Context: an optimization exercise on an open-source flow, tuned for a short achievable clock period and few clock cycles. The choices shown serve that exercise and are no tape-out recipe.
In this exercise RTL edits were held to simulation tests only and were not proved equivalent to the original.
Power figures rest on the tool's default switching activity, not on a simulated workload.

==> design/flow/run.sh <==
#!/bin/bash
# synth_recipe.tcl (not shown) runs the flow's synth.tcl, then flattens the netlist and writes it again
# the make line also repeats each setting of config.mk as NAME=value (left out here)
make -C /OpenROAD-flow-scripts/flow DESIGN_CONFIG=/design/flow/config.mk WORK_HOME=/design/flow/orfs CLKGATE_MAP_FILE= SYNTH_SCRIPT=/design/flow/synth_recipe.tcl finish
==> design/flow/constraint.sdc <==
create_clock -name core_clock -period 6.0 [get_ports {CLK}]
set_input_delay 1.2000 -clock core_clock [delete_from_list [all_inputs] [get_ports {CLK}]]
set_output_delay 1.2000 -clock core_clock [all_outputs]
set_load 0.01 [all_outputs]
==> design/flow/design.v <==
`timescale 1ns / 1ps
module rat_6_arch(
    input [7:0]IN_PORT,
    input CLK,
    output IO_STRB,
    input RESET,
    output [7:0]PORT_ID,
    output [7:0]OUT_PORT,
    output [9:0]PROG_ADDR,
    input [17:0]PROG_IR
    );
    logic [9:0]       pc;         
    logic             dv;         
    logic [31:0][7:0] rf;         
    logic             C, Z;       
    logic       e_wr;             
    logic [4:0] e_rd;
    logic [7:0] e_an, e_bn;       
    logic [7:0] e_bsn;            
    logic       e_arith, e_sub, e_cin;    
    logic       e_and, e_or, e_xor, e_movb, e_in;
    logic       e_lsl, e_lsr, e_rol, e_ror, e_asr;
    logic       e_ldc, e_ldz, e_clc, e_sec;
    logic       w_wr;
    logic [4:0] w_rd;
    logic [7:0] w_q;
    logic       strb_q;
    logic [7:0] port_q, out_qn;
    assign PROG_ADDR = pc;
    assign IO_STRB   = strb_q;
    assign PORT_ID   = port_q;
    assign OUT_PORT  = ~out_qn;
    logic [7:0] w;                
    logic       co, x8o, zl;      
    rat_alu alu (
        .an(e_an), .bn(e_bn), .bsn(e_bsn), .C(C), .in_port(IN_PORT),
        .arith(e_arith), .sub(e_sub), .cin(e_cin),
        .f_and(e_and), .f_or(e_or), .f_xor(e_xor), .movb(e_movb), .f_in(e_in),
        .lsl(e_lsl), .lsr(e_lsr), .rol(e_rol), .ror(e_ror), .asr(e_asr),
        .w(w), .co(co), .x8o(x8o), .zl(zl));
    always_ff @(posedge CLK) begin
        w_wr <= e_wr;
        w_rd <= e_rd;
        w_q  <= w;
        for (int i = 0; i < 32; i++)
            if (w_wr && w_rd == i) rf[i] <= w_q;
    end
    logic [4:0] hi;
    logic [1:0] lo;
    logic [4:0] rx, ry;
    logic [7:0] imm;
    assign hi  = PROG_IR[17:13];
    assign lo  = PROG_IR[1:0];
    assign rx  = PROG_IR[12:8];
    assign ry  = PROG_IR[7:3];
    assign imm = PROG_IR[7:0];
    logic rr_lg, rr_ar, rr_cmp, rr_mov;
    logic im, im_lg, im_ar, im_cmp, im_mov, im_in, im_out;
    logic [2:0] f;                
    logic sh, sh_lsl, sh_lsr, sh_rol, sh_ror, sh_asr;
    logic op_clc, op_sec;
    logic alu2, is_cmp, is_mov, inv_b;
    always_comb begin
        im     = hi[4];
        rr_lg  = (hi == 5'b00000);
        rr_ar  = (hi == 5'b00001);
        rr_cmp = (hi == 5'b00010) & (lo == 2'b00);
        rr_mov = (hi == 5'b00010) & (lo == 2'b01);
        im_lg  = (hi[4:2] == 3'b100);
        im_ar  = (hi[4:2] == 3'b101);
        im_cmp = (hi == 5'b11000);
        im_in  = (hi == 5'b11001);
        im_out = (hi == 5'b11010);
        im_mov = (hi == 5'b11011);
        f      = im ? hi[2:0] : {hi[0], lo};
        alu2   = rr_lg | rr_ar | im_lg | im_ar;
        is_cmp = rr_cmp | im_cmp;
        is_mov = rr_mov | im_mov;
        sh_lsl = (hi == 5'b01000) & (lo == 2'b00);
        sh_lsr = (hi == 5'b01000) & (lo == 2'b01);
        sh_rol = (hi == 5'b01000) & (lo == 2'b10);
        sh_ror = (hi == 5'b01000) & (lo == 2'b11);
        sh_asr = (hi == 5'b01001) & (lo == 2'b00);
        sh     = sh_lsl | sh_lsr | sh_rol | sh_ror | sh_asr;
        op_clc = (hi == 5'b01100) & (lo == 2'b00);
        op_sec = (hi == 5'b01100) & (lo == 2'b01);
        inv_b  = (alu2 & f[2] & f[1]) | is_cmp;    
    end
    logic [7:0] a_rf, b_rf, a_nxn, b_nxn, bs_nxn, o_nxn;
    logic       efx, efy;
    logic       wfx, wfy;
    rat_rdport rpa (.rf(rf), .adr(rx), .q(a_rf));
    rat_rdport rpb (.rf(rf), .adr(ry), .q(b_rf));
    logic       sox, soy;
    rat_fwd fwd (.rx(rx), .ry(ry), .hi4(hi[4]), .e_wr(e_wr), .e_rd(e_rd), .w_wr(w_wr), .w_rd(w_rd),
                 .efx(efx), .efy(efy), .wfx(wfx), .wfy(wfy), .sox(sox), .soy(soy));
    rat_bypass bpa (.sel_w(efx), .w(w), .sel_i(1'b0), .i(8'h00), .sel_q(wfx), .wq(w_q), .sel_o(sox),
                    .r(a_rf), .inv(1'b0), .qn(a_nxn), .qn2(o_nxn), .qsn());
    rat_bypass bpb (.sel_w(efy), .w(w), .sel_i(im), .i(imm), .sel_q(wfy), .wq(w_q), .sel_o(soy),
                    .r(b_rf), .inv(inv_b), .qn(b_nxn), .qn2(), .qsn(bs_nxn));
    logic [9:0] pc_nx, pc_inc, seq;
    logic       dv_nx, c_nx, z_nx, cin_nx, take, hit, pr;
    assign pc_inc = pc + 10'd1;
    logic       btb_v;
    logic [9:0] btb_tag, btb_tgt;
    logic       pred_d;             
    logic [9:0] fall_d, addr_d;     
    logic       u_take, u_pr;       
    logic [9:0] u_addr, u_tgt;
    assign hit = btb_v & (pc == btb_tag);
    assign seq = hit ? btb_tgt : pc_inc;
    assign pr  = dv & pred_d;
    always_ff @(posedge CLK) begin
        pred_d <= hit;
        fall_d <= pc_inc;
        addr_d <= pc;
        u_take <= take;
        u_pr   <= pr;
        u_addr <= addr_d;
        u_tgt  <= PROG_IR[12:3];
        if (RESET) begin
            btb_v <= 1'b0;
        end else if (u_take & ~u_pr) begin
            btb_v   <= 1'b1;
            btb_tag <= u_addr;
            btb_tgt <= u_tgt;
        end else if (~u_take & u_pr) begin
            btb_v <= 1'b0;
        end
    end
    rat_brsel brs (
        .reset(RESET), .dv(dv),
        .hi(hi), .lo(lo),
        .C(C), .Z(Z), .ldc(e_ldc), .ldz(e_ldz), .clc(e_clc), .sec(e_sec),
        .arith(e_arith), .sub(e_sub), .co(co), .x8o(x8o), .zl(zl),
        .cin1((alu2 & f[2] & f[1] & ~f[0]) | is_cmp),      
        .cinc(alu2 & f[2] & ~f[1] & f[0]),                 
        .cinn(alu2 & f[2] & f[1] & f[0]),                  
        .tgt(PROG_IR[12:3]), .seq(seq), .fall(fall_d), .pr(pr),
        .pc_nx(pc_nx), .dv_nx(dv_nx), .take(take), .c_nx(c_nx), .z_nx(z_nx), .cin_nx(cin_nx));
    always_ff @(posedge CLK) begin
        pc <= pc_nx;
        dv <= dv_nx;
        C  <= c_nx;
        Z  <= z_nx;
        e_cin <= cin_nx;
    end
    always_ff @(posedge CLK) begin
        e_an  <= a_nxn;
        e_bn  <= b_nxn;
        e_bsn <= bs_nxn;
        e_rd <= rx;
        e_arith <= (alu2 & f[2]) | is_cmp;
        e_sub   <= inv_b;
        e_and   <= alu2 & (f == 3'b000 || f == 3'b011);
        e_or    <= alu2 & (f == 3'b001);
        e_xor   <= alu2 & (f == 3'b010);
        e_movb  <= is_mov;
        e_in    <= im_in;
        e_lsl   <= sh_lsl;
        e_lsr   <= sh_lsr;
        e_rol   <= sh_rol;
        e_ror   <= sh_ror;
        e_asr   <= sh_asr;
        if (RESET || !dv) begin
            e_wr  <= 1'b0;
            e_ldc <= 1'b0;
            e_ldz <= 1'b0;
            e_clc <= 1'b0;
            e_sec <= 1'b0;
        end else begin
            e_wr  <= (alu2 & (f != 3'b011)) | is_mov | im_in | sh;
            e_ldc <= alu2 | is_cmp | sh;
            e_ldz <= alu2 | is_cmp | sh;
            e_clc <= op_clc;
            e_sec <= op_sec;
        end
    end
    always_ff @(posedge CLK) begin
        strb_q <= ~RESET & dv & im_out;
        port_q <= imm;
        out_qn <= o_nxn;
    end
endmodule
module rat_rdport (
    input  [31:0][7:0] rf,
    input  [4:0]       adr,
    output [7:0]       q
    );
    logic [3:0] s0;
    logic [7:0] s1;
    logic [3:0][7:0] grp;
    always_comb begin
        for (int j = 0; j < 4; j++) s0[j] = (adr[1:0] == j);
        for (int j = 0; j < 8; j++) s1[j] = (adr[4:2] == j);
    end
    for (genvar l = 0; l < 4; l++) begin : g8
        rat_sel8 s8 (.d({rf[28+l], rf[24+l], rf[20+l], rf[16+l], rf[12+l], rf[8+l], rf[4+l], rf[l]}),
                     .s(s1), .q(grp[l]));
    end
    rat_sel4 s4 (.d0(grp[0]), .d1(grp[1]), .d2(grp[2]), .d3(grp[3]), .s(s0), .q(q));
endmodule
module rat_sel4 (
    input  [7:0] d0, d1, d2, d3,
    input  [3:0] s,
    output [7:0] q
    );
    assign q = ({8{s[0]}} & d0) | ({8{s[1]}} & d1) | ({8{s[2]}} & d2) | ({8{s[3]}} & d3);
endmodule
module rat_sel8 (
    input  [7:0][7:0] d,
    input  [7:0]      s,
    output logic [7:0] q
    );
    always_comb begin
        q = 8'h00;
        for (int j = 0; j < 8; j++) q = q | ({8{s[j]}} & d[j]);
    end
endmodule
module rat_fwd (
    input  [4:0] rx, ry,
    input        hi4,             
    input        e_wr,
    input  [4:0] e_rd,
    input        w_wr,
    input  [4:0] w_rd,
    output logic efx, efy, wfx, wfy, sox, soy
    );
    always_comb begin
        efx = e_wr && (e_rd == rx);
        efy = e_wr && (e_rd == ry) && !hi4;
        wfx = w_wr && (w_rd == rx);
        wfy = w_wr && (w_rd == ry);
        sox = efx | wfx;
        soy = efy | wfy | hi4;
    end
endmodule
module rat_bypass (
    input              sel_w,
    input  [7:0]       w,
    input              sel_i,
    input  [7:0]       i,
    input              sel_q,
    input  [7:0]       wq,
    input              sel_o,    
    input  [7:0]       r,
    input              inv,
    output [7:0]       qn,       
    output [7:0]       qn2,      
    output [7:0]       qsn       
    );
    logic [7:0] o, o_s, rs;
    rat_opmux om (.sel_w(sel_w), .w(w), .sel_i(sel_i), .i(i), .sel_q(sel_q), .wq(wq),
                  .inv(inv), .q(o), .qs(o_s));
    rat_xor #(8) xr (.a(r), .b({8{inv}}), .y(rs));
    rat_mux2n m1 (.s(sel_o), .d1(o), .d0(r), .q(qn));
    rat_mux2n m3 (.s(sel_o), .d1(o), .d0(r), .q(qn2));
    rat_mux2n m2 (.s(sel_o), .d1(o_s), .d0(rs), .q(qsn));
endmodule
module rat_opmux (
    input              sel_w,
    input  [7:0]       w,
    input              sel_i,
    input  [7:0]       i,
    input              sel_q,
    input  [7:0]       wq,
    input              inv,
    output logic [7:0] q,
    output logic [7:0] qs
    );
    always_comb begin
        q   = sel_i ? i : sel_w ? w : wq;
        qs  = q ^ {8{inv}};
    end
endmodule
module rat_mux2n (
    input        s,
    input  [7:0] d1,
    input  [7:0] d0,
    output [7:0] q
    );
    assign q = ~(s ? d1 : d0);
endmodule
module rat_mux2 (
    input        s,
    input  [7:0] d1,
    input  [7:0] d0,
    output [7:0] q
    );
    assign q = s ? d1 : d0;
endmodule
module rat_brsel (
    input              reset,
    input              dv,
    input  [4:0]       hi,
    input  [1:0]       lo,
    input              C, Z,
    input              ldc, ldz, clc, sec,
    input              arith, sub, co, x8o, zl,
    input              cin1, cinc, cinn,        
    input  [9:0]       tgt,
    input  [9:0]       seq,                     
    input  [9:0]       fall,                    
    input              pr,                      
    output [9:0]       pc_nx,
    output             dv_nx,
    output             take,
    output             c_nx,
    output             z_nx,
    output             cin_nx
    );
    logic       c1, c0, z1, z0, tc1, tc0, tz1, tz0, tz, k1, k0, d1, d0, prr, nprr, tc;
    logic [9:0] tgt_r, seq_r, fall_r, pt, pn;
    logic       br_n, br_eq, br_ne, br_cs, br_cc;
    always_comb begin
        br_n   = (hi == 5'b00100) & (lo == 2'b00);
        br_eq  = (hi == 5'b00100) & (lo == 2'b10);
        br_ne  = (hi == 5'b00100) & (lo == 2'b11);
        br_cs  = (hi == 5'b00101) & (lo == 2'b00);
        br_cc  = (hi == 5'b00101) & (lo == 2'b01);
        c1 = ~clc & (sec | (ldc ? (arith ? ~sub : x8o) : C));
        c0 = ~clc & (sec | (ldc ? (arith ?  sub : x8o) : C));
        z1 = ldz | Z;
        z0 = ~ldz & Z;
        tc1 = dv & ((br_cs & c1) | (br_cc & ~c1));
        tc0 = dv & ((br_cs & c0) | (br_cc & ~c0));
        tz1 = dv & (br_n | (br_eq & z1) | (br_ne & ~z1));
        tz0 = dv & (br_n | (br_eq & z0) | (br_ne & ~z0));
        k1 = cin1 | (cinc & c1) | (cinn & ~c1);
        k0 = cin1 | (cinc & c0) | (cinn & ~c0);
        prr  = ~reset & pr;
        nprr = ~reset & ~pr;
        d1 = tc1 ? prr : nprr;
        d0 = tc0 ? prr : nprr;
        tgt_r  = reset ? 10'd0 : tgt;
        seq_r  = reset ? 10'd0 : seq;
        fall_r = reset ? 10'd0 : fall;
        pt = pr ? seq_r : tgt_r;        
        pn = pr ? fall_r : seq_r;       
    end
    rat_mux #(1)  mc (.s(co), .d1(c1), .d0(c0), .q(c_nx));
    rat_mux #(1)  mz (.s(zl), .d1(z1), .d0(z0), .q(z_nx));
    rat_mux #(1)  mk (.s(co), .d1(k1), .d0(k0), .q(cin_nx));
    rat_mux #(1)  mt (.s(zl), .d1(tz1), .d0(tz0), .q(tz));
    rat_mux #(1)  mtc (.s(co), .d1(tc1), .d0(tc0), .q(tc));
    rat_or        mtk (.a(tz), .b(tc), .q(take));
    rat_mux #(10) mq (.s(take), .d1(pt), .d0(pn), .q(pc_nx));
    rat_mux #(1)  md (.s(take), .d1(prr), .d0(nprr), .q(dv_nx));
endmodule
module rat_or (
    input  a, b,
    output q
    );
    assign q = a | b;
endmodule
module rat_mux #(parameter int W = 1) (
    input          s,
    input  [W-1:0] d1,
    input  [W-1:0] d0,
    output [W-1:0] q
    );
    assign q = s ? d1 : d0;
endmodule
module rat_alu (
    input  [7:0]       an, bn, bsn,      
    input              C,
    input  [7:0]       in_port,
    input              arith, sub, cin,
    input              f_and, f_or, f_xor, movb, f_in,
    input              lsl, lsr, rol, ror, asr,
    output [7:0]       w,
    output logic       co,       
    output logic       x8o,      
    output logic       zl        
    );
    logic       za;
    logic [7:0] a, b, p, g, k, sum, zt, zt_b, wo;
    logic [8:0] cy;
    logic       xo;
    assign a = ~an;
    assign b = ~bn;
    assign g = ~(an | bsn);
    assign k = ~(an & bsn);
    rat_xor #(8) x_p (.a(an), .b(bsn), .y(p));
    rat_carry    cc  (.p(p), .g(g), .cin(cin), .cy(cy));
    rat_xor #(8) x_s (.a(p), .b(cy[7:0]), .y(sum));
    assign zt_b = ~{k[6:0], cin};
    rat_xor #(8) x_z (.a(p), .b(zt_b), .y(zt));
    rat_wother   wot (.a(a), .b(b), .p(p), .g(g), .k(k), .C(C), .in_port(in_port),
                      .f_and(f_and), .f_or(f_or), .f_xor(f_xor), .movb(movb), .f_in(f_in),
                      .lsl(lsl), .lsr(lsr), .rol(rol), .ror(ror), .asr(asr),
                      .w(wo), .x8(xo));
    rat_wsel     wse (.arith(arith), .sum(sum), .wo(wo), .w(w));
    rat_zdet     zd  (.an(an), .p(p), .g(g), .k(k), .zt(zt), .C(C), .arith(arith), .sub(sub),
                      .f_and(f_and), .f_or(f_or), .f_xor(f_xor),
                      .lsl(lsl), .lsr(lsr), .rol(rol), .ror(ror), .asr(asr), .zl(zl));
    always_comb begin
        co = cy[8];
        x8o = xo;
    end
endmodule
module rat_carry (
    input  [7:0]       p, g,
    input              cin,
    output logic [8:0] cy
    );
    logic [7:0] g1, p1, g2, p2, gg, pp;
    always_comb begin
        for (int i = 0; i < 8; i++) begin
            g1[i] = (i >= 1) ? (g[i] | (p[i] & g[i-1])) : g[i];
            p1[i] = (i >= 1) ? (p[i] & p[i-1]) : p[i];
        end
        for (int i = 0; i < 8; i++) begin
            g2[i] = (i >= 2) ? (g1[i] | (p1[i] & g1[i-2])) : g1[i];
            p2[i] = (i >= 2) ? (p1[i] & p1[i-2]) : p1[i];
        end
        for (int i = 0; i < 8; i++) begin
            gg[i] = (i >= 4) ? (g2[i] | (p2[i] & g2[i-4])) : g2[i];
            pp[i] = (i >= 4) ? (p2[i] & p2[i-4]) : p2[i];
        end
        cy[0] = cin;
        for (int i = 0; i < 8; i++) cy[i+1] = gg[i] | (pp[i] & cin);
    end
endmodule
module rat_wother (
    input  [7:0]       a, b, p, g, k,
    input              C,
    input  [7:0]       in_port,
    input              f_and, f_or, f_xor, movb, f_in,
    input              lsl, lsr, rol, ror, asr,
    output logic [7:0] w,
    output logic       x8
    );
    always_comb begin
        w  = ({8{f_and}} & g)
           | ({8{f_or}}  & k)
           | ({8{f_xor}} & p)
           | ({8{movb}}  & b)
           | ({8{f_in}}  & in_port)
           | ({8{lsl}}   & {a[6:0], C})
           | ({8{lsr}}   & {C, a[7:1]})
           | ({8{rol}}   & {a[6:0], a[7]})
           | ({8{ror}}   & {a[0], a[7:1]})
           | ({8{asr}}   & {a[7], a[7:1]});
        x8 = (lsl & a[7])
           | ((lsr | ror | asr) & a[0])
           | (rol & a[7]);
    end
endmodule
module rat_zdet (
    input  [7:0] an, p, g, k, zt,
    input        C, arith, sub, f_and, f_or, f_xor, lsl, lsr, rol, ror, asr,
    output logic zl
    );
    always_comb begin
        zl = (arith & (&zt) & (sub ? k[7] : ~k[7]))
           | (f_and & (g == 8'h00))
           | (f_or  & (k == 8'h00))
           | (f_xor & (p == 8'h00))
           | ((lsl | lsr) & (an == 8'hff) & ~C)
           | ((rol | ror | asr) & (an == 8'hff));
    end
endmodule
module rat_wsel (
    input        arith,
    input  [7:0] sum,
    input  [7:0] wo,
    output [7:0] w
    );
    assign w = ({8{arith}} & sum) | wo;
endmodule
module rat_xor #(parameter int W = 8) (
    input  [W-1:0] a,
    input  [W-1:0] b,
    output [W-1:0] y
    );
    assign y = a ^ b;
endmodule
==> design/flow/config.mk <==
export PLATFORM = sky130hd
export DESIGN_NAME = rat_6_arch
export DESIGN_NICKNAME = rat_6_arch
export VERILOG_FILES = /design/flow/design.v
export SDC_FILE = /design/flow/constraint.sdc
export NUM_CORES = 4
export LEC_CHECK = 0
export ABC_CLOCK_PERIOD_IN_PS = 1500
export CAP_MARGIN = 20
export CORE_MARGIN = 2
export CORE_UTILIZATION = 40
export SETUP_SLACK_MARGIN = 4
export SLEW_MARGIN = 20
export SYNTH_HIERARCHICAL = 1
export SYNTH_MINIMUM_KEEP_SIZE = 0
==> results of run 1 <==
[where the power goes]
group          switching [mW]  leakage, nW  internal (mW)
sequential              0.176         3.56           3.13
combinational           0.671         4.01          0.533
clock                    1.12        0.708           1.56
[metrics by stage]
| step | cells | total power [mW] | hold slack [ns] |
|---|---|---|---|
| floorplan | 1465 | 3.868 | 0.3096 |
| detailed placement | 2030 | 4.184 | 0.3121 |
| global placement | 2030 | 4.175 | 0.3102 |
| global route | 2266 | 7.398 | 0.3299 |
| finish | 2266 | 7.192 | 0.3253 |
| CTS | 2229 | 7.069 | 0.3255 |
[worst paths after layout]
| kind | start | end | cells after the start |
|---|---|---|---|
| setup / recovery | e_an[0] | pc[1] | 9 |
| hold / removal | addr_d[1] | u_addr[1] | 0 |
| setup reg to reg | e_an[0] | pc[1] | 9 |
| hold reg to reg | addr_d[1] | u_addr[1] | 0 |
[layout make-up]
cell class / instances / area, sq um / share of cell area [%]
Timing Repair Buffer: 212 / 2576 / 10.77
Multi-Input combinational cell: 938 / 8147 / 34.06
Clock inverter: 18 / 133.9 / 0.5597
Clock buffer: 63 / 1301 / 5.440
Tap cell: 600 / 750.7 / 3.139
Inverter: 35 / 138.9 / 0.5807
Sequential cell: 400 / 10870 / 45.45
[repair_timing]
item | 4_1_cts | 5_1_grt
gates resized for setup | 523 | 97
cloned | 29 | 3
endpoints found under the setup margin | 345 | 265
setup buffers | 89 | 34
pin swaps | 102 | 66
[routing by layer]
metal	vias up	wire [um]
met5	-	0
met3	180	7556
met4	0	2750
li1	6063	-
met1	7025	24370
met2	1005	28480
[registers in the layout, summed over array words and instances, names as in the netlist, 7 cells and up]
signal   cells
addr_d      10
btb_tag     10
btb_tgt     10
e_an         8
e_bn         8
e_bsn        8
fall_d      10
out_qn       8
pc          10
port_q       7
rf         256
u_addr      10
w_q          8
==> summary.txt, run 1 <==
Antenna-violating nets left - 0
Via count - 14.27k
DP Area - 19350 sq um
Most used cell, CP - mux2_4
Global routing usage on met1 - 34.54%
Core box area - 45580 sq um
Worst rel slew slack - 49.11%
Setup CP Type - reg -> reg
Synthesized instance count - 1451
DIE AREA - 48160 sq um
Final worst slack - 3.359 ns
H-tree levels - 2
Num rows - 78
Leakage - 8.286 nW
Port bufs - 54
Fin crit period - 2.641 ns
Sink Count - 400
Total GRT Usage - 25.80%
Clock Path Buffers - 3
Setup crit end kind - flip-flop
Worst VDD drop - 214.7 uV
Met2 capacity usage during global routing - 39.57%
# fillers - 3742
Largest net degree at the start of global routing - 44
Mean Syn Cell Area - 12.80 sq um
Crit-path leading delay family - compound AO/OA/AOI/OAI gates
Crit Path Max Fanout - 6
Worst-Margin Slew - 0.7634 ns
Clock skew - 0.02560 ns
Clock Latency Late Sink - 0.59 ns
Antenna violations before repair - 0
Die W - 219.4 um
CP max-delay cell - dfxtp_4
Starting DRT DRC Count - 2124
Fmax achieved - 378.7 MHz
Setup WS pre-CTS - 1.508 ns
DRT Pass-1 Iters - 9
Vias per std cell - 6.299
# diodes - 0
Most frequent cells in the layout - 276 x edfxtp_1, 209 x a22oi_1, 88 x buf_4, 86 x dfxtp_1, 83 x a22oi_2
I/O Pins - 55
CTS tree - yes
GRT met3 Usage - 6.514%
Area growth, synth to finish - 28.82%
GR peak layer - met2
RSZ-0062 raised after global routing - yes
Residual DRC - 0
Root Driver - clkbuf_16
WL per Instance - 27.87 um
Worst stage delay on the critical path - 0.41 ns
Die height - 219.4 um
Finished Cell Area - 23920 sq um
Crit share post-route - 44.02%
Placer Congestion - 0.9418
Number of global-route vias before repair - 13.59k
Final Routed Wirelength - 63160 um
Overflow after GRT - 0
Final Hold Viols - 0
First-pass GRT wire length - 91120 um
Util after Layout - 52.48%
Worst EP required - 6.47 ns
Final HPWL DP - 33990 um
CP bufs+invs - 1
Reg clk slew, reported paths - 0.06 ns
Synth Cell Area - 18570 sq um
Hold WC Path Type - reg -> reg
Most common cell after layout, fill and taps aside - edfxtp_1
Starting Density - 40.74%
Final setup fails - 0
Setup TNS - 0 ns
NumNets Final - 1661
Synth warnings - 16
Max-Cap Viols - 0
Critical-path cell list - xor2_4 > a211oi_2 > o21bai_2 > a2111oi_4 > buf_4 > o31ai_4 > mux2_4 > or2_4 > mux2_4
Status - timing/DRC/antenna clean
Power Density - 300.7 nW/um^2
Hold_buf cts - 0
Critical path launch point type - flip-flop
Final slew viol count - 0
Share of post-route cells with drive strength above 1 - 35.95%
Worst path arrival time - 3.11 ns
Inserted Clock Buffers - 44
Worst R2R Setup Slack - 3.36 ns
Testbench counts, summed over its fixed seeds: cycles 11,492.
==> inputs of run 2 (changes only) <==
--- a/design/flow/design.v
+++ b/design/flow/design.v
@@ -91,4 +91,12 @@
     logic       wfx, wfy;
-    rat_rdport rpa (.rf(rf), .adr(rx), .q(a_rf));
-    rat_rdport rpb (.rf(rf), .adr(ry), .q(b_rf));
+    logic [31:0][3:0] rf_lo, rf_hi;
+    always_comb
+        for (int j = 0; j < 32; j++) begin
+            rf_lo[j] = rf[j][3:0];
+            rf_hi[j] = rf[j][7:4];
+        end
+    rat_rdport rpa0 (.rf(rf_lo), .adr(rx), .q(a_rf[3:0]));
+    rat_rdport rpa1 (.rf(rf_hi), .adr(rx), .q(a_rf[7:4]));
+    rat_rdport rpb0 (.rf(rf_lo), .adr(ry), .q(b_rf[3:0]));
+    rat_rdport rpb1 (.rf(rf_hi), .adr(ry), .q(b_rf[7:4]));
     logic       sox, soy;
@@ -185,5 +193,5 @@
 module rat_rdport (
-    input  [31:0][7:0] rf,
+    input  [31:0][3:0] rf,
     input  [4:0]       adr,
-    output [7:0]       q
+    output [3:0]       q
     );
@@ -191,3 +199,3 @@
     logic [7:0] s1;
-    logic [3:0][7:0] grp;
+    logic [3:0][3:0] grp;
     always_comb begin
@@ -203,16 +211,16 @@
 module rat_sel4 (
-    input  [7:0] d0, d1, d2, d3,
+    input  [3:0] d0, d1, d2, d3,
     input  [3:0] s,
-    output [7:0] q
+    output [3:0] q
     );
-    assign q = ({8{s[0]}} & d0) | ({8{s[1]}} & d1) | ({8{s[2]}} & d2) | ({8{s[3]}} & d3);
+    assign q = ({4{s[0]}} & d0) | ({4{s[1]}} & d1) | ({4{s[2]}} & d2) | ({4{s[3]}} & d3);
 endmodule
 module rat_sel8 (
-    input  [7:0][7:0] d,
+    input  [7:0][3:0] d,
     input  [7:0]      s,
-    output logic [7:0] q
+    output logic [3:0] q
     );
     always_comb begin
-        q = 8'h00;
-        for (int j = 0; j < 8; j++) q = q | ({8{s[j]}} & d[j]);
+        q = 4'h0;
+        for (int j = 0; j < 8; j++) q = q | ({4{s[j]}} & d[j]);
     end
==> run 2 against run 1 <==
Net effect:
- die area down 3.6%
- register-to-register slack better by 0.05 ns
- combinational power rose by 6%
- largest cell class unchanged
==> summary.txt, run 2 <==
Internal power - 5.182 mW (-0.78%)
Worst VDD drop - 207.2 uV (-3.5%)
Comb pwr share - 17.9% (+1.2 points)
Reg with most FFs - rf
Die height - 215.4 um (-1.8%)
Synth warnings - 16 (unchanged)
Clock Path Buffers - 3 (unchanged)
CP bufs+invs - 3 (+2)
DP Area - 19450 sq um (+0.50%)
Sink Count - 400 (unchanged)
I/O Pins - 55 (unchanged)
# fillers - 3586 (-4.2%)
Synthesized instance count - 1403 (-3.3%)
NumNets Final - 1692 (+1.9%)
Worst EP required - 6.50 ns (+0.03 ns)
CP max-delay cell - nor4b_4
RSZ-0062 raised after global routing - yes
Vias per std cell - 6.238 (-0.97%)
Reg clk slew, reported paths - 0.06 ns (about the same)
Fin crit period - 2.609 ns (-0.03160 ns)
Port bufs - 54 (unchanged)
Worst stage delay on the critical path - 0.43 ns (+0.02 ns)
Clock Latency Late Sink - 0.59 ns (about the same)
Inserted Clock Buffers - 42 (-4.5%)
Crit Path Max Fanout - 5 (-1)
Number of global-route vias before repair - 14.14k (+4.0%)
Starting Density - 40.52% (-0.21 points)
Max-Cap Viols - 0 (unchanged)
Largest net degree at the start of global routing - 44 (unchanged)
Placer Congestion - 0.9069 (-3.7%)
Most frequent cells in the layout - 276 x edfxtp_1, 237 x a22oi_1, 101 x buf_4, 83 x dfxtp_1, 76 x nand4_1
Share of post-route cells with drive strength above 1 - 35.18% (-0.77 points)
Setup TNS - 0 ns (unchanged)
Overflow after GRT - 0 (unchanged)
Hold_buf cts - 0 (unchanged)
Starting DRT DRC Count - 2074 (-2.4%)
CTS tree - yes
Via count - 14.27k (-0.0070%)
Register share of total power - 45.5% (-0.5 points)
Sw Ratio - 27.09% (-0.29 points)
Area growth, synth to finish - 34.39%
Root Driver - clkbuf_16
Num rows - 77 (-1.3%)
Critical-path cell list - buf_12 > buf_12 > xnor2_4 > nand4_1 > nor4b_4 > buf_6 > mux2i_1 > o21ai_2 > xor2_1 > mux2i_1
Critical path launch point type - primary input
Final setup fails - 0 (unchanged)
DRT Pass-1 Iters - 9 (unchanged)
Antenna violations before repair - 1 (+1)
Mean Syn Cell Area - 12.74 sq um (-0.40%)
Crit share post-route - 43.49% (-0.53 points)
Leakage - 8.398 nW (+1.4%)
Synth Cell Area - 17880 sq um (-3.7%)
Status - timing/DRC/antenna clean
Die W - 215.4 um (-1.8%)
First-pass GRT wire length - 90540 um (-0.64%)
Final Routed Wirelength - 61890 um (-2.0%)
Setup crit end kind - flip-flop
Total GRT Usage - 26.08% (+0.28 points)
Net switching power - 1.925 mW (-2.2%)
Final slew viol count - 0 (unchanged)
Clk network pwr share - 36.6% (-0.7 points)
Clock skew - 0.02778 ns (+0.002179 ns)
Residual DRC - 0 (unchanged)
Worst-Margin Slew - 0.7140 ns (-0.04932 ns)
Crit-path leading delay family - simple AND/OR/NAND/NOR gates
WL per Instance - 27.05 um (-3.0%)
Final Hold Viols - 0 (unchanged)
H-tree levels - 2 (unchanged)
Worst path arrival time - 3.11 ns (about the same)
Max FFs per register - 256 (unchanged)
Hold WC Path Type - reg -> reg
Setup CP Type - in -> reg
Final HPWL DP - 35690 um (+5.0%)
Finished Cell Area - 24030 sq um (+0.47%)
Most common cell after layout, fill and taps aside - edfxtp_1
DIE AREA - 46410 sq um (-3.6%)
Power Density - 295.8 nW/um^2 (-1.6%)
Core box area - 44120 sq um (-3.2%)
Worst rel slew slack - 52.40% (+3.3 points)
Antenna-violating nets left - 0 (unchanged)
Fmax achieved - 383.2 MHz (+1.2%)
## run 2: timing repair
action                                  in CTS  in global routing
resized for setup                          520                 87
cloned                                      28                  1
buffers inserted                           108                 26
endpoints found under the setup margin     314                261
pin swaps                                   79                 35
## run 2: final timing paths
path               from        end  slack [ns]  cells past startpoint
max          PROG_IR[7]   e_bsn[6]        3.39                     10
min           addr_d[6]  u_addr[6]        0.33                      0
max reg2reg     e_an[5]      pc[3]        3.41                      9
min reg2reg   addr_d[6]  u_addr[6]        0.33                      0
## run 2: final cells by class
type	count	area (sq um)	area share [%]
Clock inverter	24	176.4	0.7341
Inverter	35	138.9	0.5779
Timing Repair Buffer	226	2719	11.31
Tap cell	592	740.7	3.082
Multi-Input combinational cell	957	8177	34.03
Clock buffer	52	1195	4.972
Sequential cell	400	10880	45.27
Antenna cell	2	5.005	0.02083
## run 2: per-stage QoR
step	power, mW	hold slack (ns)	worst slack, ns	utilization (%)	std cells
after floorplan	3.830	0.3096	3.015	-	1417
after global placement	4.156	0.3101	1.692	44.00	2045
after detailed placement	4.169	0.3121	1.733	44.08	2047
after CTS	7.016	0.3267	3.422	53.10	2259
after global routing	7.333	0.3318	3.328	54.45	2286
final	7.107	0.3261	3.391	54.46	2288
## run 2: power by group through the flow
stage	Sequential (mW)	Combinational, mW	Clock [mW]
final	3.23	1.27	2.60
after global routing	3.24	1.34	2.75
after CTS	3.22	1.16	2.64
after detailed placement	3.26	0.906	0
after global placement	3.26	0.894	0
after floorplan	3.29	0.536	0
## run 2: layer usage
metal	wire (um)	global-route usage (%)	up-vias
met5	11	0	-
met4	2975	12.09	2
met3	5484	4.848	206
met2	29110	43.04	892
met1	24310	33.31	7024
li1	-	-	6148
Testbench counts of run 2, summed over its fixed seeds: cycles 11,492.
==> inputs of run 3 (changes only) <==
--- a/design/flow/design.v
+++ b/design/flow/design.v
@@ -102,4 +102,8 @@
     logic       sox, soy;
-    rat_fwd fwd (.rx(rx), .ry(ry), .hi4(hi[4]), .e_wr(e_wr), .e_rd(e_rd), .w_wr(w_wr), .w_rd(w_rd),
-                 .efx(efx), .efy(efy), .wfx(wfx), .wfy(wfy), .sox(sox), .soy(soy));
+    rat_eq2 fex (.a1(e_rd), .b1(rx), .en1(e_wr), .a2(5'd0), .b2(5'd0), .en2(1'b0), .f(1'b0), .q(efx));
+    rat_eq2 fey (.a1(e_rd), .b1(ry), .en1(e_wr & ~hi[4]), .a2(5'd0), .b2(5'd0), .en2(1'b0), .f(1'b0), .q(efy));
+    rat_eq2 fwx (.a1(w_rd), .b1(rx), .en1(w_wr), .a2(5'd0), .b2(5'd0), .en2(1'b0), .f(1'b0), .q(wfx));
+    rat_eq2 fwy (.a1(w_rd), .b1(ry), .en1(w_wr), .a2(5'd0), .b2(5'd0), .en2(1'b0), .f(1'b0), .q(wfy));
+    rat_eq2 fox (.a1(e_rd), .b1(rx), .en1(e_wr), .a2(w_rd), .b2(rx), .en2(w_wr), .f(1'b0), .q(sox));
+    rat_eq2 foy (.a1(e_rd), .b1(ry), .en1(e_wr), .a2(w_rd), .b2(ry), .en2(w_wr), .f(hi[4]), .q(soy));
     rat_bypass bpa (.sel_w(efx), .w(w), .sel_i(1'b0), .i(8'h00), .sel_q(wfx), .wq(w_q), .sel_o(sox),
@@ -227,19 +231,8 @@
 endmodule
-module rat_fwd (
-    input  [4:0] rx, ry,
-    input        hi4,             
-    input        e_wr,
-    input  [4:0] e_rd,
-    input        w_wr,
-    input  [4:0] w_rd,
-    output logic efx, efy, wfx, wfy, sox, soy
+module rat_eq2 (
+    input  [4:0] a1, b1, a2, b2,
+    input        en1, en2, f,
+    output       q
     );
-    always_comb begin
-        efx = e_wr && (e_rd == rx);
-        efy = e_wr && (e_rd == ry) && !hi4;
-        wfx = w_wr && (w_rd == rx);
-        wfy = w_wr && (w_rd == ry);
-        sox = efx | wfx;
-        soy = efy | wfy | hi4;
-    end
+    assign q = f | (en1 & (a1 == b1)) | (en2 & (a2 == b2));
 endmodule
@@ -351,7 +344,10 @@
     rat_mux #(1)  mk (.s(co), .d1(k1), .d0(k0), .q(cin_nx));
-    rat_mux #(1)  mt (.s(zl), .d1(tz1), .d0(tz0), .q(tz));
-    rat_mux #(1)  mtc (.s(co), .d1(tc1), .d0(tc0), .q(tc));
-    rat_or        mtk (.a(tz), .b(tc), .q(take));
-    rat_mux #(10) mq (.s(take), .d1(pt), .d0(pn), .q(pc_nx));
-    rat_mux #(1)  md (.s(take), .d1(prr), .d0(nprr), .q(dv_nx));
+    for (genvar i = 0; i < 10; i++) begin : pb
+        rat_pcb b (.co(co), .zl(zl), .tc1(tc1), .tc0(tc0), .tz1(tz1), .tz0(tz0),
+                   .t(pt[i]), .n(pn[i]), .q(pc_nx[i]));
+    end
+    rat_pcb bd (.co(co), .zl(zl), .tc1(tc1), .tc0(tc0), .tz1(tz1), .tz0(tz0),
+                .t(prr), .n(nprr), .q(dv_nx));
+    rat_pcb bt (.co(co), .zl(zl), .tc1(tc1), .tc0(tc0), .tz1(tz1), .tz0(tz0),
+                .t(1'b1), .n(1'b0), .q(take));
 endmodule
@@ -363,2 +359,8 @@
 endmodule
+module rat_pcb (
+    input  co, zl, tc1, tc0, tz1, tz0, t, n,
+    output q
+    );
+    assign q = ((zl ? tz1 : tz0) | (co ? tc1 : tc0)) ? t : n;
+endmodule
 module rat_mux #(parameter int W = 1) (
==> run 3 against run 2 <==
Net effect:
- design area is 6.6% higher
- cell count is 5.9% higher
- clock power is 7% higher
- synthesized cell count is 4.8% higher
- non-clock buffer count is 34 higher
- count of clock-buffer cells in the layout stayed put
- clock skew is 0.0026 ns lower
- flip-flop and latch count stayed put
- combinational power is 19% higher
- largest power group unchanged
==> summary.txt, run 3 <==
Hold_buf cts - 0 (unchanged)
Hold Path Origin - addr_d[7]
Synth warnings - 15 (-1)
Overflow after GRT - 0 (unchanged)
Die height - 218.3 um (+1.3%)
Worst path depth - 12 (+2)
First-pass GRT wire length - 94250 um (+4.1%)
Final Routed Wirelength - 65330 um (+5.6%)
Final slew viol count - 0 (unchanged)
Worst reg2reg startpoint - e_bsn[2]
Sink Count - 400 (unchanged)
Total GRT Usage - 26.66% (+0.58 points)
Worst rel slew slack - 48.80% (-3.6 points)
Antenna-violating nets left - 0 (unchanged)
Largest net degree at the start of global routing - 35 (-20%)
Clock skew - 0.02517 ns (-0.002616 ns)
Antenna violations before repair - 0 (-1)
Leakage - 9.190 nW (+9.4%)
Most common cell after layout, fill and taps aside - edfxtp_1
NumNets Final - 1821 (+7.6%)
Num rows - 78 (+1.3%)
Finished Cell Area - 25610 sq um (+6.6%)
Status - timing/DRC/antenna clean
Max FFs per register - 256 (unchanged)
Worst-Margin Slew - 0.7680 ns (+0.05393 ns)
Placer Congestion - 0.8844 (-2.5%)
Setup TNS - 0 ns (unchanged)
Worst path arrival time - 3.09 ns (-0.02 ns)
Power Density - 295.2 nW/um^2 (-0.20%)
Comb pwr share - 20.0% (+2.1 points)
Die W - 218.3 um (+1.3%)
Setup crit end kind - flip-flop
DIE AREA - 47670 sq um (+2.7%)
Reg clk slew, reported paths - 0.06 ns (about the same)
DP Area - 20070 sq um (+3.2%)
Crit-path leading delay family - buffers and inverters
Sw Ratio - 27.80% (+0.71 points)
Crit share post-route - 43.29% (-0.20 points)
Final setup fails - 0 (unchanged)
Share of post-route cells with drive strength above 1 - 37.47% (+2.3 points)
I/O Pins - 55 (unchanged)
Reg with most FFs - rf
Vias per std cell - 6.301 (+1.0%)
Fmax achieved - 385.0 MHz (+0.47%)
Final HPWL DP - 36740 um (+2.9%)
Final Hold Viols - 0 (unchanged)
Number of global-route vias before repair - 14.81k (+4.7%)
Core box area - 45380 sq um (+2.8%)
Fin crit period - 2.597 ns (-0.01215 ns)
Worst R2R Setup Slack - 3.50 ns (+0.09 ns)
Inserted Clock Buffers - 43 (+2.4%)
Clock Latency Late Sink - 0.60 ns (about the same)
Register share of total power - 43.1% (-2.4 points)
DRT Pass-1 Iters - 7 (-2)
Starting Density - 40.49% (about the same)
Crit Path Max Fanout - 7 (+2)
RR Endpoint - dv
Starting DRT DRC Count - 2342 (+13%)
Port bufs - 54 (unchanged)
RSZ-0062 raised after global routing - yes
Critical path launch point type - primary input
Synth Cell Area - 18370 sq um (+2.8%)
Net switching power - 2.101 mW (+9.1%)
Worst EP required - 6.49 ns (about the same)
Hold Crit Endpoint - u_addr[7]
Setup CP Type - in -> reg
WL per Instance - 26.96 um (-0.32%)
Most used cell, CP - buf_12
CP bufs+invs - 5 (+2)
Internal power - 5.458 mW (+5.3%)
Most frequent cells in the layout - 276 x edfxtp_1, 197 x a22oi_1, 115 x buf_4, 95 x a22oi_2, 85 x dfxtp_1
Clk network pwr share - 36.8% (+0.2 points)
H-tree levels - 2 (unchanged)
# diodes - 0 (-2)
CP max-delay cell - a22oi_2
Worst VDD drop - 203.7 uV (-1.7%)
Clock Path Buffers - 3 (unchanged)
Synthesized instance count - 1470 (+4.8%)
Worst stage delay on the critical path - 0.23 ns (-0.20 ns)
CTS tree - yes
Reg2reg path depth - 10 (+1)
Residual DRC - 0 (unchanged)
Hold Crit Depth - 0 (unchanged)
Critical-path cell list - buf_12 > buf_12 > buf_16 > nor3b_4 > buf_4 > buf_6 > a22oi_1 > nand4_1 > a22oi_2 > nand2_2 > xor2_1 > mux2i_1
Via count - 15.27k (+7.0%)
Max-Cap Viols - 0 (unchanged)
Hold WC Path Type - reg -> reg
Mean Syn Cell Area - 12.50 sq um (-1.9%)
Area growth, synth to finish - 39.37%
Root Driver - clkbuf_16
[run 3: worst max-delay path by stage]
stage          startpoint  endpoint  slack [ns]
2_1_floorplan  PROG_IR[1]  e_bsn[0]        3.04
3_3_place_gp   PROG_IR[7]  e_bsn[0]        1.73
3_5_place_dp   PROG_IR[6]  e_bsn[0]        1.69
4_1_cts          e_bsn[1]        dv        3.56
5_1_grt        PROG_IR[5]  e_bsn[4]        3.39
6_report       PROG_IR[5]  e_bsn[4]        3.40
[run 3: final cells by class]
cell class                 count  area [sq um]
multi-input combinational   1052          9165
sequential                   400         10880
timing repair buffer         260          3213
clock buffer                  52          1205
clock inverter                25         267.8
fill                        3594         19770
inverter                      34         127.6
tap                          600         750.7
[run 3: per-stage QoR]
stage	total power, mW	utilization (%)	setup slack, ns	hold slack (ns)	cells
finish	7.559	56.43	3.403	0.3247	2423
global route	7.787	56.43	3.393	0.3315	2423
CTS	7.422	54.17	3.557	0.3263	2378
detailed placement	4.320	44.23	1.688	0.3132	2145
global placement	4.306	44.23	1.734	0.3101	2145
floorplan	3.946	-	3.040	0.3096	1509
[run 3: power by group through the flow]
stage | sequential, mW | combinational [mW] | clock (mW)
6_report | 3.26 | 1.51 | 2.78
2_1_floorplan | 3.33 | 0.620 | 0
4_1_cts | 3.25 | 1.36 | 2.81
5_1_grt | 3.27 | 1.59 | 2.93
3_5_place_dp | 3.30 | 1.02 | 0
3_3_place_gp | 3.29 | 1.01 | 0
[run 3: routing by layer]
layer	track usage (%)	part of all wire (%)	vias to the layer above
li1	-	-	6476
met1	33.24	38	7497
met2	42.66	46	1017
met3	6.013	9.6	278
met4	15.26	6.5	0
met5	0	0	-
[run 3: repair_timing]
item                       4_1_cts  5_1_grt
gates cloned                    31        1
setup buffers                  125       44
gates resized for setup        558      131
pin swaps                      145       84
setup endpoints to repair      336      326
Testbench counts of run 3, summed over its fixed seeds: cycles 11,492.
==> inputs of run 4 (changes only) <==
--- a/design/flow/design.v
+++ b/design/flow/design.v
@@ -112,32 +112,5 @@
                     .r(b_rf), .inv(inv_b), .qn(b_nxn), .qn2(), .qsn(bs_nxn));
-    logic [9:0] pc_nx, pc_inc, seq;
-    logic       dv_nx, c_nx, z_nx, cin_nx, take, hit, pr;
+    logic [9:0] pc_nx, pc_inc;
+    logic       dv_nx, c_nx, z_nx, cin_nx;
     assign pc_inc = pc + 10'd1;
-    logic       btb_v;
-    logic [9:0] btb_tag, btb_tgt;
-    logic       pred_d;             
-    logic [9:0] fall_d, addr_d;     
-    logic       u_take, u_pr;       
-    logic [9:0] u_addr, u_tgt;
-    assign hit = btb_v & (pc == btb_tag);
-    assign seq = hit ? btb_tgt : pc_inc;
-    assign pr  = dv & pred_d;
-    always_ff @(posedge CLK) begin
-        pred_d <= hit;
-        fall_d <= pc_inc;
-        addr_d <= pc;
-        u_take <= take;
-        u_pr   <= pr;
-        u_addr <= addr_d;
-        u_tgt  <= PROG_IR[12:3];
-        if (RESET) begin
-            btb_v <= 1'b0;
-        end else if (u_take & ~u_pr) begin
-            btb_v   <= 1'b1;
-            btb_tag <= u_addr;
-            btb_tgt <= u_tgt;
-        end else if (~u_take & u_pr) begin
-            btb_v <= 1'b0;
-        end
-    end
     rat_brsel brs (
@@ -150,4 +123,4 @@
         .cinn(alu2 & f[2] & f[1] & f[0]),                  
-        .tgt(PROG_IR[12:3]), .seq(seq), .fall(fall_d), .pr(pr),
-        .pc_nx(pc_nx), .dv_nx(dv_nx), .take(take), .c_nx(c_nx), .z_nx(z_nx), .cin_nx(cin_nx));
+        .tgt(PROG_IR[12:3]), .inc(pc_inc),
+        .pc_nx(pc_nx), .dv_nx(dv_nx), .c_nx(c_nx), .z_nx(z_nx), .cin_nx(cin_nx));
     always_ff @(posedge CLK) begin
@@ -302,8 +275,5 @@
     input  [9:0]       tgt,
-    input  [9:0]       seq,                     
-    input  [9:0]       fall,                    
-    input              pr,                      
+    input  [9:0]       inc,
     output [9:0]       pc_nx,
     output             dv_nx,
-    output             take,
     output             c_nx,
@@ -312,4 +282,4 @@
     );
-    logic       c1, c0, z1, z0, tc1, tc0, tz1, tz0, tz, k1, k0, d1, d0, prr, nprr, tc;
-    logic [9:0] tgt_r, seq_r, fall_r, pt, pn;
+    logic       c1, c0, z1, z0, tc1, tc0, tz1, tz0, tz, k1, k0, d1, d0;
+    logic [9:0] tgt_r, inc_r;
     logic       br_n, br_eq, br_ne, br_cs, br_cc;
@@ -331,11 +301,6 @@
         k0 = cin1 | (cinc & c0) | (cinn & ~c0);
-        prr  = ~reset & pr;
-        nprr = ~reset & ~pr;
-        d1 = tc1 ? prr : nprr;
-        d0 = tc0 ? prr : nprr;
-        tgt_r  = reset ? 10'd0 : tgt;
-        seq_r  = reset ? 10'd0 : seq;
-        fall_r = reset ? 10'd0 : fall;
-        pt = pr ? seq_r : tgt_r;        
-        pn = pr ? fall_r : seq_r;       
+        d1 = ~reset & ~tc1;
+        d0 = ~reset & ~tc0;
+        tgt_r = reset ? 10'd0 : tgt;
+        inc_r = reset ? 10'd0 : inc;
     end
@@ -346,14 +311,6 @@
         rat_pcb b (.co(co), .zl(zl), .tc1(tc1), .tc0(tc0), .tz1(tz1), .tz0(tz0),
-                   .t(pt[i]), .n(pn[i]), .q(pc_nx[i]));
+                   .t(tgt_r[i]), .n(inc_r[i]), .q(pc_nx[i]));
     end
     rat_pcb bd (.co(co), .zl(zl), .tc1(tc1), .tc0(tc0), .tz1(tz1), .tz0(tz0),
-                .t(prr), .n(nprr), .q(dv_nx));
-    rat_pcb bt (.co(co), .zl(zl), .tc1(tc1), .tc0(tc0), .tz1(tz1), .tz0(tz0),
-                .t(1'b1), .n(1'b0), .q(take));
-endmodule
-module rat_or (
-    input  a, b,
-    output q
-    );
-    assign q = a | b;
+                .t(1'b0), .n(~reset), .q(dv_nx));
 endmodule
==> run 4 against run 3 <==
Net effect:
- register-to-register slack better by 0.03 ns
- cell count is 8.6% lower
- count of clock-buffer cells in the layout rose by 1
- total power shrank 13%
- design area shrank 10%
- clock skew decreased by 0.0047 ns
- non-clock buffer count is 17 lower
- hold slack better by 0.078 ns
- utilization decreased by 0.22 points
- maximum frequency grew 4.9%
- highest routed layer unchanged
==> summary.txt, run 4 <==
Status - timing/DRC/antenna clean
RSZ-0062 raised after global routing - yes
Num rows - 74 (-5.1%)
Most frequent cells in the layout - 256 x edfxtp_1, 213 x a22oi_1, 108 x buf_4, 79 x a22oi_2, 72 x nand4_1
Antenna violations before repair - 0 (unchanged)
DRT Pass-1 Iters - 6 (-1)
Final Hold Viols - 0 (unchanged)
Die height - 207.9 um (-4.8%)
Fmax achieved - 404.1 MHz (+4.9%)
Final Routed Wirelength - 60810 um (-6.9%)
Share of post-route cells with drive strength above 1 - 37.22% (-0.25 points)
Mean Syn Cell Area - 12.28 sq um (-1.8%)
Hold WC Path Type - reg -> reg
Vias per std cell - 6.359 (+0.91%)
Clock skew - 0.02042 ns (-0.004745 ns)
NumNets Final - 1681 (-7.7%)
Largest net degree at the start of global routing - 35 (unchanged)
# fillers - 3269 (-9.0%)
Finished Layout Cells - 2214 (-8.6%)
Starting DRT DRC Count - 1788 (-24%)
Sink Count - 346 (-14%)
Setup TNS - 0 ns (unchanged)
Final setup fails - 0 (unchanged)
Crit path launch - e_bsn[0]
H-tree levels - 2 (unchanged)
I/O Pins - 55 (unchanged)
Worst-Margin Slew - 0.7306 ns (-0.03740 ns)
Worst rel slew slack - 51.24% (+2.4 points)
Via count - 14.08k (-7.8%)
Total GRT Usage - 26.92% (+0.27 points)
Setup CP Type - reg -> reg
Residual DRC - 0 (unchanged)
Root Driver - clkbuf_16
Regs by FF count - rf (256), pc (10)
WL per Instance - 27.47 um (+1.9%)
Worst EP required - 6.45 ns (-0.04 ns)
Fin crit period - 2.475 ns (-0.1222 ns)
Crit share post-route - 41.25% (-2.0 points)
Synth Cell Area - 16640 sq um (-9.5%)
Port bufs - 54 (unchanged)
Die W - 207.9 um (-4.8%)
Most common cell after layout, fill and taps aside - edfxtp_1
Hold WS - 0.4030 ns (+0.07821 ns)
Overflow after GRT - 0 (unchanged)
Max-Cap Viols - 0 (unchanged)
Worst path arrival time - 2.92 ns (-0.17 ns)
Clock Latency Late Sink - 0.57 ns (-0.03 ns)
Placed Cells incl. Taps - 1964 (-8.4%)
Final HPWL DP - 34720 um (-5.5%)
Synth warnings - 15 (unchanged)
Final slew viol count - 0 (unchanged)
Max FFs per register - 256 (unchanged)
DIE AREA - 43240 sq um (-9.3%)
CTS tree - yes
Hold Path Origin - e_wr
Number of global-route vias before repair - 13.67k (-7.7%)
Crit Path Max Fanout - 6 (-1)
First-pass GRT wire length - 87930 um (-6.7%)
Power Density - 284.3 nW/um^2 (-3.7%)
Clock Path Buffers - 3 (unchanged)
Util after Layout - 56.21% (-0.22 points)
Synthesized instance count - 1355 (-7.8%)
Placer Congestion - 0.9439 (+6.7%)
Area growth, synth to finish - 38.26%
Setup crit end kind - flip-flop
Hold_buf cts - 0 (unchanged)
Setup WS pre-CTS - 1.729 ns (+0.04139 ns)
Reg clk slew, reported paths - 0.06 ns (about the same)
Worst reg2reg startpoint - e_bsn[0]
Worst VDD drop - 163.0 uV (-20%)
Final worst slack - 3.525 ns (+0.1222 ns)
Core box area - 40920 sq um (-9.8%)
Critical path launch point type - flip-flop
Reg with most FFs - rf
Leakage - 8.264 nW (-10%)
Antenna-violating nets left - 0 (unchanged)
Inserted Clock Buffers - 38 (-12%)
# diodes - 0 (unchanged)
Starting Density - 40.65% (+0.17 points)
run 4: changes by cell type in the layout (fill, tap and decap cells not counted), moves of 12 or more:
cell      before  now
dfxtp_1       85   48
edfxtp_1     276  256
nor2b_1       15   33
a22oi_1      197  213
a22oi_2       95   79
mux2i_1       80   64
nor2_1        40   24
buf_6         61   49
run 4: critical path, stage by stage (launching register included):
cell       delay (ns)
dfxtp_4          0.36
xor2_4           0.19
buf_6            0.12
a211oi_4         0.23
o21bai_4         0.11
a2111oi_4        0.31
o31ai_4          0.12
buf_6            0.16
buf_12           0.15
mux2i_1          0.15
nand2_1          0.13
mux2_4           0.31
run 4: path summary, 6_finish.rpt:
check	endpoint	slack (ns)	cells after the start
setup reg to reg	pc[4]	3.53	11
hold / removal	w_wr	0.40	0
setup / recovery	pc[4]	3.53	11
hold reg to reg	w_wr	0.40	0
run 4: timing repair:
action | CTS | global route
pin swaps | 122 | 75
setup endpoints to repair | 299 | 274
setup buffers | 129 | 28
cloned | 21 | 2
resized for setup | 507 | 116
run 4: through the flow:
| step | area [sq um] | power [mW] |
|---|---|---|
| global placement | 18270 | 3.822 |
| CTS | 22240 | 6.410 |
| finish | 23000 | 6.540 |
| detailed placement | 18270 | 3.832 |
| floorplan | 17190 | 3.482 |
| global route | 23000 | 6.729 |
run 4: layer usage:
layer,wire length (um),part of all wire (%),global-route usage (%)
met1,22570,37,33.35
met2,29080,48,44.08
met3,5249,8.6,4.845
met4,3916,6.4,15.99
met5,0,0,0
run 4: layout make-up:
| cell class | instances | area (sq um) | area share, % |
|---|---|---|---|
| clock buffers | 53 | 1056 | 4.591 |
| clock inverters | 17 | 128.9 | 0.5602 |
| inverters | 33 | 123.9 | 0.5385 |
| multi-input cells | 990 | 8476 | 36.85 |
| flip-flops and latches | 346 | 9584 | 41.66 |
| well taps | 532 | 665.6 | 2.894 |
| repair buffers | 243 | 2969 | 12.91 |
run 4: power by group:
part | switching, mW | internal (mW) | leakage [nW]
Combinational | 0.757 | 0.628 | 4.57
Clock | 0.980 | 1.28 | 0.580
Sequential | 0.145 | 2.75 | 3.11
Total | 1.88 | 4.66 | 8.26
Testbench counts of run 4, summed over its fixed seeds: cycles 11,731.
==> inputs of run 5 (changes only) <==
--- a/design/flow/design.v
+++ b/design/flow/design.v
@@ -86,4 +86,4 @@
         op_sec = (hi == 5'b01100) & (lo == 2'b01);
-        inv_b  = (alu2 & f[2] & f[1]) | is_cmp;    
     end
+    rat_invb ivb (.hi(hi), .lo(lo), .inv_b(inv_b));
     logic [7:0] a_rf, b_rf, a_nxn, b_nxn, bs_nxn, o_nxn;
@@ -316,2 +316,12 @@
 endmodule
+module rat_invb (
+    input  [4:0] hi,
+    input  [1:0] lo,
+    output       inv_b
+    );
+    assign inv_b = (hi[4:1] == 4'b1011)                           
+                 | (hi == 5'b11000)                               
+                 | ((hi == 5'b00001) & (lo[1] == 1'b1))           
+                 | ((hi == 5'b00010) & (lo == 2'b00));            
+endmodule
 module rat_pcb (
==> run 5 against run 4 <==
Net effect:
- still clean on timing, DRC and antenna
- sequential power barely moved
- maximum frequency shrank 1.3%
- cell count is 0.86% lower
- total power up 3.3%
- synthesized cell count is 0.30% higher
- count of clock-buffer cells in the layout shrank 6
- critical endpoint is now e_bsn[0]
- largest cell class unchanged
==> summary.txt, run 5 <==
Status - timing/DRC/antenna clean
Finished Cell Area - 22970 sq um (-0.16%)
DP Area - 18400 sq um (+0.71%)
Register share of total power - 42.7% (-1.5 points)
Area growth, synth to finish - 37.55%
Most used cell, CP - buf_6
Worst R2R Setup Slack - 3.53 ns (about the same)
CP bufs+invs - 6 (+3)
Reg clk slew, reported paths - 0.06 ns (about the same)
Setup WS pre-CTS - 1.645 ns (-0.08404 ns)
Vias per std cell - 6.432 (+1.2%)
Clock Path Buffers - 3 (unchanged)
Worst path depth - 13 (+2)
Clock Latency Late Sink - 0.58 ns (about the same)
Antenna violations before repair - 0 (unchanged)
Crit Path Max Fanout - 8 (+2)
Synth Cell Area - 16700 sq um (+0.36%)
Final worst slack - 3.494 ns (-0.03155 ns)
Antenna-violating nets left - 0 (unchanged)
Fin crit period - 2.506 ns (+0.03155 ns)
Regs by FF count - rf (256), pc (10)
Placer Congestion - 0.9264 (-1.9%)
Clk network pwr share - 37.2% (+2.6 points)
Final HPWL DP - 34550 um (-0.50%)
Placed Cells incl. Taps - 1972 (+0.41%)
Power Density - 294.2 nW/um^2 (+3.5%)
Largest net degree at the start of global routing - 44 (+26%)
Sink Count - 346 (unchanged)
Worst VDD drop - 233.3 uV (+43%)
Starting Density - 40.71% (+0.055 points)
Final Routed Wirelength - 61470 um (+1.1%)
Worst rel slew slack - 46.28% (-5.0 points)
I/O Pins - 55 (unchanged)
Hold WC Path Type - reg -> reg
Leakage - 8.210 nW (-0.66%)
Worst EP required - 6.48 ns (+0.03 ns)
Crit share post-route - 41.77% (+0.53 points)
Starting DRT DRC Count - 2170 (+21%)
Crit-path leading delay family - buffers and inverters
Mean Syn Cell Area - 12.29 sq um (about the same)
GR peak layer - met2
Die height - 208.3 um (+0.18%)
Reg2reg path depth - 10 (-1)
Hold_buf cts - 0 (unchanged)
Fmax achieved - 399.0 MHz (-1.3%)
CTS tree - yes
Hold Crit Endpoint - w_wr
Synth warnings - 15 (unchanged)
Worst-Margin Slew - 0.8050 ns (+0.07441 ns)
CP max-delay cell - a22oi_2
GRT met3 Usage - 6.158% (+1.3 points)
WL per Instance - 28.00 um (+2.0%)
RSZ-0062 raised after global routing - yes
NumNets Final - 1661 (-1.2%)
Comb pwr share - 20.1% (-1.1 points)
Number of global-route vias before repair - 13.75k (+0.54%)
DRT Pass-1 Iters - 6 (unchanged)
Worst path arrival time - 2.99 ns (+0.07 ns)
Hold Crit Depth - 0 (unchanged)
Inserted Clock Buffers - 39 (+2.6%)
Num rows - 74 (unchanged)
# fillers - 3235 (-1.0%)
Worst reg2reg startpoint - e_an[0]
First-pass GRT wire length - 88780 um (+0.96%)
Internal power - 4.830 mW (+3.7%)
Clock skew - 0.02081 ns (+0.0003902 ns)
Residual DRC - 0 (unchanged)
# diodes - 0 (unchanged)
Hold Path Origin - e_wr
Worst stage delay on the critical path - 0.25 ns (-0.11 ns)
H-tree levels - 2 (unchanged)
Reg with most FFs - rf
DIE AREA - 43390 sq um (+0.35%)
Core box area - 41020 sq um (+0.23%)
Max-Cap Viols - 0 (unchanged)
Setup TNS - 0 ns (unchanged)
RR Endpoint - pc[1]
Sw Ratio - 28.51% (-0.26 points)
Share of post-route cells with drive strength above 1 - 36.02% (-1.2 points)
Final Hold Viols - 0 (unchanged)
Critical path launch point type - primary input
Met2 capacity usage during global routing - 44.99% (+0.91 points)
Via count - 14.12k (+0.28%)
Total power - 6.756 mW (+3.3%)
Overflow after GRT - 0 (unchanged)
Port bufs - 54 (unchanged)
Critical-path cell list - buf_12 > buf_12 > buf_6 > buf_6 > nor3_4 > buf_6 > clkbuf_16 > a22oi_1 > nand4_1 > a22oi_2 > nand2_2 > xor2_1 > mux2i_1
Setup CP Type - in -> reg
Global routing usage on met1 - 33.60% (+0.25 points)
Setup crit end kind - flip-flop
Synthesized instance count - 1359 (+0.30%)
Final slew viol count - 0 (unchanged)
Finished Layout Cells - 2195 (-0.86%)
Most common cell after layout, fill and taps aside - edfxtp_1
Total GRT Usage - 27.38% (+0.46 points)
Most frequent cells in the layout - 256 x edfxtp_1, 216 x a22oi_1, 87 x buf_4, 76 x a22oi_2, 71 x nand4_1
Root Driver - clkbuf_16
Final setup fails - 0 (unchanged)
Net switching power - 1.926 mW (+2.4%)
Die W - 208.3 um (+0.18%)
Max FFs per register - 256 (unchanged)
-- run 5: final cells by class --
| type | instances | area, sq um | share of cell area, % |
|---|---|---|---|
| Timing Repair Buffer | 216 | 2668 | 11.61 |
| Tap cell | 532 | 665.6 | 2.898 |
| Clock inverter | 25 | 286.5 | 1.248 |
| Inverter | 31 | 116.4 | 0.5066 |
| Clock buffer | 47 | 1047 | 4.560 |
| Multi-Input combinational cell | 998 | 8601 | 37.45 |
| Sequential cell | 346 | 9583 | 41.72 |
-- run 5: power groups by stage --
stage	logic (mW)	clock network (mW)	registers, mW
after floorplan	0.585	0	2.90
after global placement	0.935	0	2.90
after detailed placement	0.943	0	2.90
after CTS	1.25	2.52	2.88
after global routing	1.43	2.63	2.90
final	1.36	2.51	2.89
-- run 5: worst max-delay path by stage --
| stage | from | endpoint |
|---|---|---|
| 3_5_place_dp | PROG_IR[6] | e_bsn[5] |
| 6_report | PROG_IR[5] | e_bsn[0] |
| 2_1_floorplan | PROG_IR[13] | e_bsn[0] |
| 5_1_grt | e_bsn[0] | pc[5] |
| 4_1_cts | PROG_IR[5] | e_bsn[3] |
| 3_3_place_gp | PROG_IR[6] | e_bsn[7] |
-- run 5: what timing repair did --
action,in CTS,in global routing
pin swaps,130,64
setup buffers,105,20
gates cloned,23,3
setup endpoints to repair,310,265
gates resized for setup,499,103
-- run 5: stage by stage --
step / hold WS (ns) / utilization [%]
after detailed placement: 0.4312 / 44.86
after CTS: 0.4406 / 54.28
after floorplan: 0.3725 / -
after global placement: 0.4343 / 44.80
final: 0.4481 / 55.99
after global routing: 0.4505 / 55.99
-- run 5: layer usage --
| layer | wire (um) | vias up | share of wire [%] |
|---|---|---|---|
| li1 | - | 5980 | - |
| met3 | 6209 | 281 | 10 |
| met1 | 22230 | 6905 | 36 |
| met2 | 29070 | 952 | 47 |
| met5 | 0 | - | 0 |
| met4 | 3960 | 0 | 6.4 |
Testbench counts of run 5, summed over its fixed seeds: cycles 11,731.

what the ideal ports hide:
Ports are ideal in the flow. The routed layouts listed here were re-timed in OpenROAD. Step 1, drivers: a clkbuf_16 drives CLK and a buf_2 each remaining input, both assumed. Step 2, shift: input delay + t, output delay - t, t = (earliest + latest rising clock arrival at the registers) / 2. This alone moves slack from input paths to output paths. Three values: ideal, step 1, step 2; two values: the first two.
| run | t, ns | setup slack, ns | worst setup path at the end | pins driven straight from the clock port |
|---|---|---|---|---|
| run 1 | 0.625 | 3.359 / 3.342 / 2.718 | input to register | 1 |
| run 2 | 0.637 | 3.391 / 3.401 / 2.764 | input to register | 1 |
| run 3 | 0.641 | 3.403 / 3.415 / 2.774 | input to register | 1 |
| run 4 | 0.617 | 3.525 / 3.525 / 2.934 | input to register | 1 |
| run 5 | 0.624 | 3.494 / 3.487 / 2.863 | input to register | 1 |
After both steps every run listed still meets setup and hold. The setup slack of run 1, which loses most, moves by -0.017 ns with the drivers and by -0.641 ns with both steps.
